What follows belongs to an exercise in optimizing a design on an open flow for a short achievable clock period and few clock cycles; a production flow would make more cautious choices. The RTL was checked by simulation tests, not by an equivalence proof against the original design. No activity file was given, so power comes from the tool's default toggle rates.

==> flow/design.v <==
`timescale 1ns / 1ps
module top (
		input wire clk,
		input wire rst,
		output wire [7:0] imem_addr,
		input wire [15:0] imem_data,
		output reg 	  tr_rf_we,
		output reg [1:0]  tr_rf_addr,
		output reg [8:0]  tr_rf_data,
		output reg 	  tr_dm_we,
		output reg [7:0]  tr_dm_addr,
		output reg [8:0]  tr_dm_data
	);
	function [7:0] add8;
		input [7:0] x, y;
		reg [7:0] g0, p0, g1, p1, g2, p2, g3;
		begin
			g0 = x & y;
			p0 = x ^ y;
			g1 = g0 | (p0 & {g0[6:0], 1'b0});
			p1 = p0 & {p0[6:0], 1'b0};
			g2 = g1 | (p1 & {g1[5:0], 2'b0});
			p2 = p1 & {p1[5:0], 2'b0};
			g3 = g2 | (p2 & {g2[3:0], 4'b0});
			add8 = p0 ^ {g3[6:0], 1'b0};
		end
	endfunction
	reg [8:0] r0, r1, r2, r3;
	reg [7:0] pc;
	assign imem_addr = pc;
	wire [3:0] f_op  = imem_data[15:12];
	wire [1:0] f_rs  = imem_data[11:10];
	wire [1:0] f_rt  = imem_data[9:8];
	wire [1:0] f_rd  = imem_data[7:6];
	wire [7:0] f_imm = imem_data[7:0];
	wire f_ld     = (f_op == 4'h0);
	wire f_st     = (f_op == 4'h1);
	wire f_rrr    = (f_op == 4'h2) | (f_op == 4'h4) | (f_op == 4'h5) | (f_op == 4'h7);
	wire f_beq    = (f_op == 4'hB);
	wire f_bne    = (f_op == 4'hC);
	wire f_wr     = ~f_st & ~f_beq & ~f_bne & (f_op != 4'hE) & (f_op != 4'hF);
	wire f_useimm = (f_op == 4'h3) | (f_op == 4'h6) | (f_op == 4'h8);
	reg        x_v;
	reg [3:0]  x_alo;     
	reg [15:0] x_dlo;     
	reg        x_c4;      
	reg [3:0]  x_bhi;     
	reg [3:0]  x_ihi;     
	reg [7:0]  x_a;       
	reg [8:0]  x_b;       
	reg [7:0]  x_opb;     
	reg        x_ld, x_st, x_wr;
	reg        k_add, k_not, k_and, k_or, k_sra, k_sll;
	reg [1:0]  x_dst;
	wire [7:0] sum = add8(x_a, x_opb);
	wire       ovf = (x_a[7] == x_opb[7]) && (x_a[7] != sum[7]);
	wire [7:0] lres = ({8{k_not}} & ~x_opb)
	                | ({8{k_and}} & (x_a & x_opb))
	                | ({8{k_or}}  & (x_a | x_opb))
	                | ({8{k_sra}} & {x_a[7], x_a[7:1]})
	                | ({8{k_sll}} & {x_a[6:0], 1'b0});
	wire [8:0] alu_res = k_add ? {ovf, sum} : {1'b0, lres};
	wire [3:0]  x_ahi = x_bhi + x_ihi + {3'b000, x_c4};
	wire [7:0]  maddr = {x_ahi, x_alo};
	wire [15:0] x_dhi = 16'd1 << x_ahi;
	reg        mem_clr;
	reg  [8:0] mem [0:255];
	wire [8:0] grp [0:15];
	genvar g, h;
	generate
		for (g = 0; g < 16; g = g + 1) begin : rdg
			wire [8:0] t [0:15];
			for (h = 0; h < 16; h = h + 1) begin : rdw
				assign t[h] = {9{x_dlo[h]}} & mem[16*g+h];
			end
			assign grp[g] = {9{x_dhi[g]}} &
				(((t[0] | t[1]) | (t[2] | t[3])) | ((t[4] | t[5]) | (t[6] | t[7])) |
				 ((t[8] | t[9]) | (t[10] | t[11])) | ((t[12] | t[13]) | (t[14] | t[15])));
		end
	endgenerate
	wire [8:0] mrd = ((grp[0] | grp[1]) | (grp[2] | grp[3])) | ((grp[4] | grp[5]) | (grp[6] | grp[7])) |
	                 ((grp[8] | grp[9]) | (grp[10] | grp[11])) | ((grp[12] | grp[13]) | (grp[14] | grp[15]));
	wire mwe = x_v & x_st;
	generate
		for (g = 0; g < 256; g = g + 1) begin : word
			always @(posedge clk) begin
				if (mem_clr)
					mem[g] <= 9'd0;
				else if (mwe && x_dlo[g % 16] && x_dhi[g / 16])
					mem[g] <= x_b;
			end
		end
	endgenerate
	always @(posedge clk, posedge rst) begin
		if (rst)
			mem_clr <= 1'b1;
		else
			mem_clr <= 1'b0;
	end
	wire [8:0] wdata = x_ld ? mrd : alu_res;
	wire       rwe   = x_v & x_wr;
	reg [8:0] rf_s, rf_t;
	always @(*) begin
		case (f_rs)
			2'd0: rf_s = r0;
			2'd1: rf_s = r1;
			2'd2: rf_s = r2;
			default: rf_s = r3;
		endcase
		case (f_rt)
			2'd0: rf_t = r0;
			2'd1: rf_t = r1;
			2'd2: rf_t = r2;
			default: rf_t = r3;
		endcase
	end
	wire       fwd_s = rwe & (x_dst == f_rs);
	wire       fwd_t = rwe & (x_dst == f_rt);
	wire [8:0] f_s   = fwd_s ? wdata : rf_s;
	wire [8:0] f_t   = fwd_t ? wdata : rf_t;
	wire e01, e02, e03, e12, e13, e23;
	wire [3:0] ea;
	brcmp cmp (.r0(r0[7:0]), .r1(r1[7:0]), .r2(r2[7:0]), .r3(r3[7:0]),
	           .a(x_a), .b(x_opb), .k_add(k_add), .lres(lres),
	           .e01(e01), .e02(e02), .e03(e03), .e12(e12), .e13(e13), .e23(e23), .ea(ea));
	reg e_rf;
	always @(*) begin
		case ({f_rs, f_rt})
			4'b0001, 4'b0100: e_rf = e01;
			4'b0010, 4'b1000: e_rf = e02;
			4'b0011, 4'b1100: e_rf = e03;
			4'b0110, 4'b1001: e_rf = e12;
			4'b0111, 4'b1101: e_rf = e13;
			4'b1011, 4'b1110: e_rf = e23;
			default: e_rf = 1'b1;
		endcase
	end
	wire       f_same    = (f_rs == f_rt);
	wire       f_eq_rf   = f_same | (~fwd_s & ~fwd_t & e_rf);
	wire [1:0] f_ea_idx  = fwd_s ? f_rt : f_rs;
	wire [3:0] f_sel_ea  = {4{~f_same & (fwd_s | fwd_t)}} & (4'd1 << f_ea_idx);
	wire [7:0] f_pc1 = pc + 8'd1;
	wire [7:0] f_tgt = add8(pc, f_imm);
	wire [7:0] f_base = fwd_s ? alu_res[7:0] : rf_s[7:0];
	wire [4:0] f_alo  = {1'b0, f_base[3:0]} + {1'b0, f_imm[3:0]};
	wire f_stall = x_v & x_ld & ((fwd_s & (f_ld | f_st | f_beq | f_bne)) |
	                             (fwd_t & (f_beq | f_bne)));
	wire [7:0] f_pc_eq = f_stall ? pc : (f_beq ? f_tgt : f_pc1);
	wire [7:0] f_pc_ne = f_stall ? pc : (f_bne ? f_tgt : f_pc1);
	wire [7:0] f_pc_next;
	pcsel psel (.ea(ea), .sel_ea(f_sel_ea), .eq_rf(f_eq_rf),
	            .pc_eq(f_pc_eq), .pc_ne(f_pc_ne), .pc_next(f_pc_next));
	always @(posedge clk, posedge rst) begin
		if (rst) begin
			pc <= 8'd0;
			x_v <= 1'b0;
			r0 <= 9'd0;
			r1 <= 9'd0;
			r2 <= 9'd0;
			r3 <= 9'd0;
			tr_rf_we <= 1'b0;
			tr_dm_we <= 1'b0;
		end else begin
			pc <= f_pc_next;
			x_v <= ~f_stall;
			if (rwe) begin
				case (x_dst)
					2'd0: r0 <= wdata;
					2'd1: r1 <= wdata;
					2'd2: r2 <= wdata;
					default: r3 <= wdata;
				endcase
			end
			tr_rf_we <= rwe;
			tr_dm_we <= mwe;
		end
	end
	always @(posedge clk) begin
		x_alo <= f_alo[3:0];
		x_dlo <= 16'd1 << f_alo[3:0];
		x_c4 <= f_alo[4];
		x_bhi <= f_base[7:4];
		x_ihi <= f_imm[7:4];
		x_a <= f_s[7:0];
		x_b <= f_t;
		x_opb <= f_useimm ? f_imm : f_t[7:0];
		x_ld <= f_ld;
		x_st <= f_st;
		x_wr <= f_wr;
		k_add <= (f_op == 4'h2) | (f_op == 4'h3);
		k_not <= (f_op == 4'h4);
		k_and <= (f_op == 4'h5) | (f_op == 4'h6);
		k_or  <= (f_op == 4'h7) | (f_op == 4'h8);
		k_sra <= (f_op == 4'h9);
		k_sll <= (f_op == 4'hA);
		x_dst <= f_rrr ? f_rd : f_rt;
		tr_rf_addr <= x_dst;
		tr_rf_data <= wdata;
		tr_dm_addr <= maddr;
		tr_dm_data <= x_b;
	end
endmodule
module brcmp (
		input wire [7:0] r0, r1, r2, r3,
		input wire [7:0] a, b, lres,
		input wire k_add,
		output wire e01, e02, e03, e12, e13, e23,
		output wire [3:0] ea
	);
	function sum_eq;
		input [7:0] x, y, k;
		reg [7:0] c;
		begin
			c = {(x[6:0] & y[6:0]) | ((x[6:0] | y[6:0]) & ~k[6:0]), 1'b0};
			sum_eq = ~|(x ^ y ^ k ^ c);
		end
	endfunction
	assign e01 = (r0 == r1);
	assign e02 = (r0 == r2);
	assign e03 = (r0 == r3);
	assign e12 = (r1 == r2);
	assign e13 = (r1 == r3);
	assign e23 = (r2 == r3);
	assign ea = k_add ? {sum_eq(a, b, r3), sum_eq(a, b, r2), sum_eq(a, b, r1), sum_eq(a, b, r0)}
	                  : {lres == r3, lres == r2, lres == r1, lres == r0};
endmodule
module pcsel (
		input wire [3:0] ea, sel_ea,
		input wire eq_rf,
		input wire [7:0] pc_eq, pc_ne,
		output wire [7:0] pc_next
	);
	wire eq = eq_rf | (|(ea & sel_ea));
	assign pc_next = eq ? pc_eq : pc_ne;
endmodule
Settings: LEC_CHECK=0, ABC_CLOCK_PERIOD_IN_PS=1500, CAP_MARGIN=40, CORE_MARGIN=2, CORE_UTILIZATION=50, CTS_CLUSTER_DIAMETER=60, CTS_CLUSTER_SIZE=20, SLEW_MARGIN=20, SYNTH_HIERARCHICAL=1, SYNTH_MINIMUM_KEEP_SIZE=0; clock period 13.0 ns.
standard.sh (not shown) runs the stock make flow with config.mk's settings and CLKGATE_MAP_FILE= SYNTH_SCRIPT=/design/flow/synth_recipe.tcl, a recipe that flattens the netlist after the stock synthesis.
==> flow/flow/run.sh <==
#!/bin/bash
# The standard layout, with timing repair aimed at a setup slack of
# SETUP_SLACK_MARGIN ns instead of 0, so that repair keeps improving paths
# well below the 13 ns clock period.
set -euo pipefail
bash standard.sh SETUP_SLACK_MARGIN=9.5 finish > standard.log 2>&1
Testbench counts at the start, summed over its fixed seeds: cycles 58,269.
==> next run, changes <==
--- a/flow/design.v
+++ b/flow/design.v
@@ -24,11 +24,12 @@
 			g3 = g2 | (p2 & {g2[3:0], 4'b0});
 			add8 = p0 ^ {g3[6:0], 1'b0};
 		end
 	endfunction
 	reg [8:0] r0, r1, r2, r3;
-	reg [7:0] pc;
+	reg [7:0] pc, pc_n;
+	wire [7:0] pc_i = ~pc_n;
 	assign imem_addr = pc;
 	wire [3:0] f_op  = imem_data[15:12];
 	wire [1:0] f_rs  = imem_data[11:10];
 	wire [1:0] f_rt  = imem_data[9:8];
 	wire [1:0] f_rd  = imem_data[7:6];
@@ -137,33 +138,35 @@
 	end
 	wire       f_same    = (f_rs == f_rt);
 	wire       f_eq_rf   = f_same | (~fwd_s & ~fwd_t & e_rf);
 	wire [1:0] f_ea_idx  = fwd_s ? f_rt : f_rs;
 	wire [3:0] f_sel_ea  = {4{~f_same & (fwd_s | fwd_t)}} & (4'd1 << f_ea_idx);
-	wire [7:0] f_pc1 = pc + 8'd1;
-	wire [7:0] f_tgt = add8(pc, f_imm);
+	wire [7:0] f_pc1 = pc_i + 8'd1;
+	wire [7:0] f_tgt = add8(pc_i, f_imm);
 	wire [7:0] f_base = fwd_s ? alu_res[7:0] : rf_s[7:0];
 	wire [4:0] f_alo  = {1'b0, f_base[3:0]} + {1'b0, f_imm[3:0]};
 	wire f_stall = x_v & x_ld & ((fwd_s & (f_ld | f_st | f_beq | f_bne)) |
 	                             (fwd_t & (f_beq | f_bne)));
-	wire [7:0] f_pc_eq = f_stall ? pc : (f_beq ? f_tgt : f_pc1);
-	wire [7:0] f_pc_ne = f_stall ? pc : (f_bne ? f_tgt : f_pc1);
+	wire [7:0] f_pc_eq = f_stall ? pc_i : (f_beq ? f_tgt : f_pc1);
+	wire [7:0] f_pc_ne = f_stall ? pc_i : (f_bne ? f_tgt : f_pc1);
 	wire [7:0] f_pc_next;
 	pcsel psel (.ea(ea), .sel_ea(f_sel_ea), .eq_rf(f_eq_rf),
 	            .pc_eq(f_pc_eq), .pc_ne(f_pc_ne), .pc_next(f_pc_next));
 	always @(posedge clk, posedge rst) begin
 		if (rst) begin
 			pc <= 8'd0;
+			pc_n <= 8'hff;
 			x_v <= 1'b0;
 			r0 <= 9'd0;
 			r1 <= 9'd0;
 			r2 <= 9'd0;
 			r3 <= 9'd0;
 			tr_rf_we <= 1'b0;
 			tr_dm_we <= 1'b0;
 		end else begin
 			pc <= f_pc_next;
+			pc_n <= ~f_pc_next;
 			x_v <= ~f_stall;
 			if (rwe) begin
 				case (x_dst)
 					2'd0: r0 <= wdata;
 					2'd1: r1 <= wdata;
The changed run finished with timing, DRC and antenna clean.
Global-route usage rises by 0.48 points.
Clock skew falls by 0.0052 ns.
Total power rises by a few percent.
Setup slack gains 0.060 ns.
Sequential cell count rises by 8.
Area after synthesis rises slightly.
Testbench counts after the change, summed over its fixed seeds: cycles 58,269.

## separate check: timing with driven ports
In the flow no input, the clock included, has a driving cell. The finished layouts below were timed again as built, in two steps.
Step 1 sets driving cells, clkbuf_16 on the clock port and buf_2 on the other inputs (assumed; they add their load-dependent delay and slew).
Step 2 moves the port delays by t, midway between the first and last clock arrival at a register: inputs arrive t later, outputs are due t later. That takes back most of the time a late clock gives input paths.
a / b / c = ideal / step 1 / step 2; a / b = the first two.
run	t, ns	setup WS [ns]	hold WS [ns]
the first run	0.972	8.940 / 8.854 / 8.188	0.338 / 0.338 / 0.338
the second run	0.968	9.001 / 8.909 / 8.153	0.328 / 0.328 / 0.328
After both steps every run listed still meets setup and hold. For the second run, which loses most, drivers alone change the setup slack by -0.092 ns; drivers and shift together by -0.848 ns.
